This is an optimization exercise on Yosys and OpenROAD, whose aim is small area and a short achievable clock period, not a production implementation. The RTL was checked by simulation tests, not by an equivalence proof against the original design. Power is estimated from default activity; no workload was simulated.

Setup of run 1:
Design alu, start of the top module:
module alu(
           clk,
           rst_n,
           src1,
           src2,
           ALU_control,
           result,
           zero,
           cout,
           overflow
           );
input           clk;
input           rst_n;
input  [32-1:0] src1;
input  [32-1:0] src2;
input   [4-1:0] ALU_control;
output [32-1:0] result;
output          zero;
output          cout;
output          overflow;
wire is_and = (ALU_control == 4'b0000);
wire is_or  = (ALU_control == 4'b0001);
wire is_add = (ALU_control == 4'b0010);
wire is_sub = (ALU_control == 4'b0110);
wire is_slt = (ALU_control == 4'b0111);
wire is_nor = (ALU_control == 4'b1100);
wire        inv  = is_sub | is_slt;
wire [31:0] b    = src2 ^ {32{inv}};
wire [32:0] sum  = {1'b0, src1} + {1'b0, b} + {32'b0, inv};
wire        ovf  = (src1[31] == b[31]) & (sum[31] != src1[31]);
wire        lt   = sum[31] ^ ovf;
wire [31:0] orv  = src1 | src2;
wire [31:0] res  = ({32{is_and}} & (src1 & src2))
                 | ({32{is_or}}  & orv)
                 | ({32{is_nor}} & ~orv)
                 | ({32{is_add | is_sub}} & sum[31:0])
                 | {31'b0, is_slt & lt};
reg  [31:0] r_result;
reg         r_cout;
reg         r_ovf;
always @(posedge clk or negedge rst_n) begin
	if (!rst_n) begin
		r_result <= 32'b0;
		r_cout   <= 1'b0;
		r_ovf    <= 1'b0;
	end else begin
		r_result <= res;
		r_cout   <= (is_add | is_sub) & sum[32];
		r_ovf    <= (is_add | is_sub) & ovf;
	end
end
assign result   = r_result;
assign zero     = ~(|r_result);
assign cout     = r_cout;
assign overflow = r_ovf;
endmodule
Size: ~540 cells after synthesis, ~110 I/O pins, roughly 4300 um2 of cells after synthesis.
export LEC_CHECK = 0
export CAP_MARGIN = 20
export CORE_MARGIN = 2
export CORE_UTILIZATION = 40
export SLEW_MARGIN = 20
create_clock -name core_clock -period 11.0 [get_ports {clk}]
run.sh (not shown) runs the stock make flow with config.mk's settings and CLKGATE_MAP_FILE= SYNTH_SCRIPT=/design/flow/synth_recipe.tcl, a recipe that flattens the netlist after the stock synthesis.
Modified inputs, run 2 compared to run 1
==> flow/flow/run.sh (new file) <==
#!/bin/bash
set -euo pipefail
export BUFFER_PORTS_ARGS="-buffer_cell sky130_fd_sc_hd__buf_1"
export SETUP_SLACK_MARGIN=6
bash standard.sh > standard_flow.log 2>&1
==> flow/standard.sh (new file) <==
#!/bin/bash
# synth_recipe.tcl (not shown) runs the flow's synth.tcl, then flattens the netlist and writes it again
# the make line also repeats each setting of config.mk as NAME=value (left out here)
make -C /OpenROAD-flow-scripts/flow DESIGN_CONFIG=/design/flow/config.mk WORK_HOME=/design/flow/orfs CLKGATE_MAP_FILE= SYNTH_SCRIPT=/design/flow/synth_recipe.tcl "${@:-finish}"
removed: flow/run.sh
Results
Run 2 -> run 1: adder and majority gate portion of the synthesized area delta 0, exact match. Filler-free cell count of the finished design of run 1 is on par with run 2. From run 1 to run 2 the numbers moved as follows: design area now sits lower; routed wire length has decreased; total number of vias up about 1.5%. Run 1 consumes more power than run 2. Run comparison: run 2 first element of the critical path ALU_control[3]; run 1 first element of the critical path ALU_control[1]. As far as max-slew violation total from the final report goes, run 1 and run 2 are indistinguishable; the numbers are identical. Run 2 vs. run 1: fraction of area in registers higher; final cycle utilization of the critical path moved down; number of DRC markers in iteration 0 shows an increase of 9.4%.
Changes in run 3 relative to run 2:
==> flow/flow/run.sh <==
#!/bin/bash
set -euo pipefail
export BUFFER_PORTS_ARGS="-buffer_cell sky130_fd_sc_hd__buf_1"
bash standard.sh > standard_flow.log 2>&1
Notes after the runs:
Run 2 has a lower minimum setup slack after placement than run 3.
Run 3 vs run 2 — power share of the combinational group dropped 0.9 points.
Diff run 2 -> run 3: design area moved down, maximum number of buffers from clock root to sink level.

---

== run A ==
alu, a different RTL version from the one above (not shown whole).
For scale: roughly 34 flip-flops, about 110 I/O pins.
clock: 11.0 ns
lec_check: 0
cap_margin: 20
core_margin: 2
core_utilization: 60
slew_margin: 20
standard.sh (not shown) runs the stock make flow with config.mk's settings and CLKGATE_MAP_FILE= SYNTH_SCRIPT=/design/flow/synth_recipe.tcl, a recipe that flattens the netlist after the stock synthesis.
==> flow/flow/run.sh <==
#!/bin/bash
# Layout flow: the standard layout, with two changes.
# 1. Synthesis is the standard synthesis (synth_recipe.tcl, so -nofsm -noshare,
#    flatten and the same renames) except that Yosys does not extract full and
#    half adder cells, and ABC maps the logic with flow/abc.script instead of
#    the ORFS speed script. The registers are the standard synthesis's.
# 2. The port buffers are the small plain buffer instead of the default
#    delay-buffer cell, and the resizer's setup repair aims for a slack margin.
# Each tool's output goes to a log of its own in the work folder.
set -euo pipefail
here=$(pwd)
{ head -n 1 synth_recipe.tcl
  cat <<'EOT'
# ABC with this flow's own script
proc abc {args} {
  set i [lsearch -exact $args -script]
  if {$i >= 0} { lset args [expr {$i + 1}] $::env(OWN_ABC_SCRIPT) }
  yosys abc {*}$args
}
EOT
  tail -n +2 synth_recipe.tcl
} > own_synth.tcl
sed -e "s#SYNTH_SCRIPT=[^ ]*#SYNTH_SCRIPT=$here/own_synth.tcl ADDER_MAP_FILE=#" standard.sh > own_synth.sh
export OWN_ABC_SCRIPT=$here/flow/abc.script
bash own_synth.sh synth > synth.log 2>&1
export BUFFER_PORTS_ARGS="-buffer_cell sky130_fd_sc_hd__buf_1"
export SETUP_SLACK_MARGIN=6.35
bash standard.sh > layout.log 2>&1
==> flow/flow/abc.script <==
strash
&get -n
&st
&dch -f
&nf -R 1000
&dch -f
&nf -R 1000
&put
topo
buffer -c
upsize -c
dnsize -c
stime -c
Run A: PASS, flow complete, no timing, DRC or antenna violations
Input-level comparison between run B and run A:
diff --git a/flow/flow/run.sh b/flow/flow/run.sh
--- a/flow/flow/run.sh
+++ b/flow/flow/run.sh
@@ -27 +27 @@
-export SETUP_SLACK_MARGIN=6.35
+export SETUP_SLACK_MARGIN=6.5
## What came out
Compared with run A, run B shows a higher worst setup margin.
Number of buffers added for setup after CTS, run A and run B: smaller value in run A
On utilization: between run A and run B, it ends up higher for run B.
Going from run A to run B, filler-free cell count of the finished design grows by 1.5%.
> inputs changed (run B -> run C)
diff --git a/flow/flow/run.sh b/flow/flow/run.sh
--- a/flow/flow/run.sh
+++ b/flow/flow/run.sh
@@ -27 +27 @@
-export SETUP_SLACK_MARGIN=6.5
+export SETUP_SLACK_MARGIN=6
==> flow/flow/abc.script <==
strash
dch -f
map -D 1500
topo
buffer -c
upsize -c
dnsize -c
stime -c
Results
- Run C ran to completion and came out clean on the timing, DRC and antenna checks.
- The setup slack in run C sits 260 ps below the value recorded for run B.
- The critical-path cell with the highest stage delay comes out sky130_fd_sc_hd__or3_4 in one run and sky130_fd_sc_hd__buf_4 in the other, namely in run B and run C respectively.
- Between run C and run B, it is run C whose number of clock buffers in the layout is lower, by 2.
- Across both runs, global-route usage was lower for run C than for run B.
- | headroom to the max-slew limit | run C vs run B | worse |
- Measured against run C, the cell count after synthesis of run B comes out at 0.72 times the reference value.
Modified inputs, run D compared to run C
diff --git a/flow/flow/run.sh b/flow/flow/run.sh
--- a/flow/flow/run.sh
+++ b/flow/flow/run.sh
@@ -27 +27 @@
-export SETUP_SLACK_MARGIN=6
+export SETUP_SLACK_MARGIN=6.75
==> flow/flow/abc.script <==
strash
&get -n
&st
&dch -f
&nf -R 1000
&dch -f
&nf -R 1000
&put
topo
buffer -c
upsize -c
dnsize -c
stime -c
Notes after the runs:
As far as sequential power is concerned, run C and run D perform about the same.
Row synthesized cell count: run D lower / run C higher
Upper clock frequency limit (run D over run C): increase, about 4%
Final area in run D vs run C: up 5.4%
Summary: first-iteration DRC count, run D worse than run C
Cmp run D and run C / count of plain and timing-repair buffers / higher: run D
Compared to run C, the router laid down less metal wire for run D.
NOTE non-filler instance count after layout run C->run D decreased by more than 10%
Utilization after layout: run D vs run C up 9.6 points

static timing again, ports no longer ideal:
In the flow no input, the clock included, has a driving cell. The finished layouts below were timed again as built, in two steps.
Step 1 (the two cells are an assumption about what drives the block):
set clk [get_ports {clk}]
set_driving_cell -lib_cell sky130_fd_sc_hd__clkbuf_16 $clk
set_driving_cell -lib_cell sky130_fd_sc_hd__buf_2 [delete_from_list [all_inputs] $clk]
Step 2 also shifts input and output timing later by t, the mid clock arrival at the registers, as if the neighbouring blocks saw the same clock.
a / b / c = ideal / step 1 / step 2; a / b = the first two.
| run | t (ns) | slack for setup (ns) | worst hold slack (ns) | worst setup path after step 2 | worst register clock-pin slew, ns |
|---|---|---|---|---|---|
| run 1 | 0.326 | 4.933 / 4.941 / 4.615 | 2.326 / 2.322 / 2.648 | input to register | 0.09 / 0.09 |
| run 2 | 0.340 | 6.163 / 6.175 / 5.835 | 2.005 / 1.994 / 2.334 | input to register | 0.09 / 0.09 |
| run 3 | 0.339 | 5.284 / 5.297 / 4.958 | 2.006 / 1.997 / 2.336 | input to register | 0.08 / 0.08 |
| run A | 0.318 | 6.435 / 6.443 / 6.126 | 2.021 / 2.016 / 2.334 | input to register | 0.07 / 0.07 |
| run B | 0.315 | 6.565 / 6.549 / 6.234 | 2.019 / 2.014 / 2.329 | input to register | 0.08 / 0.08 |
| run C | 0.318 | 6.303 / 6.306 / 5.988 | 2.035 / 2.028 / 2.346 | input to register | 0.08 / 0.08 |
| run D | 0.311 | 6.483 / 6.473 / 6.162 | 2.031 / 2.026 / 2.338 | input to register | 0.07 / 0.07 |
After both steps every run listed still meets setup and hold. The setup slack of run B, which loses most, moves by -0.016 ns with the drivers and by -0.331 ns with both steps.
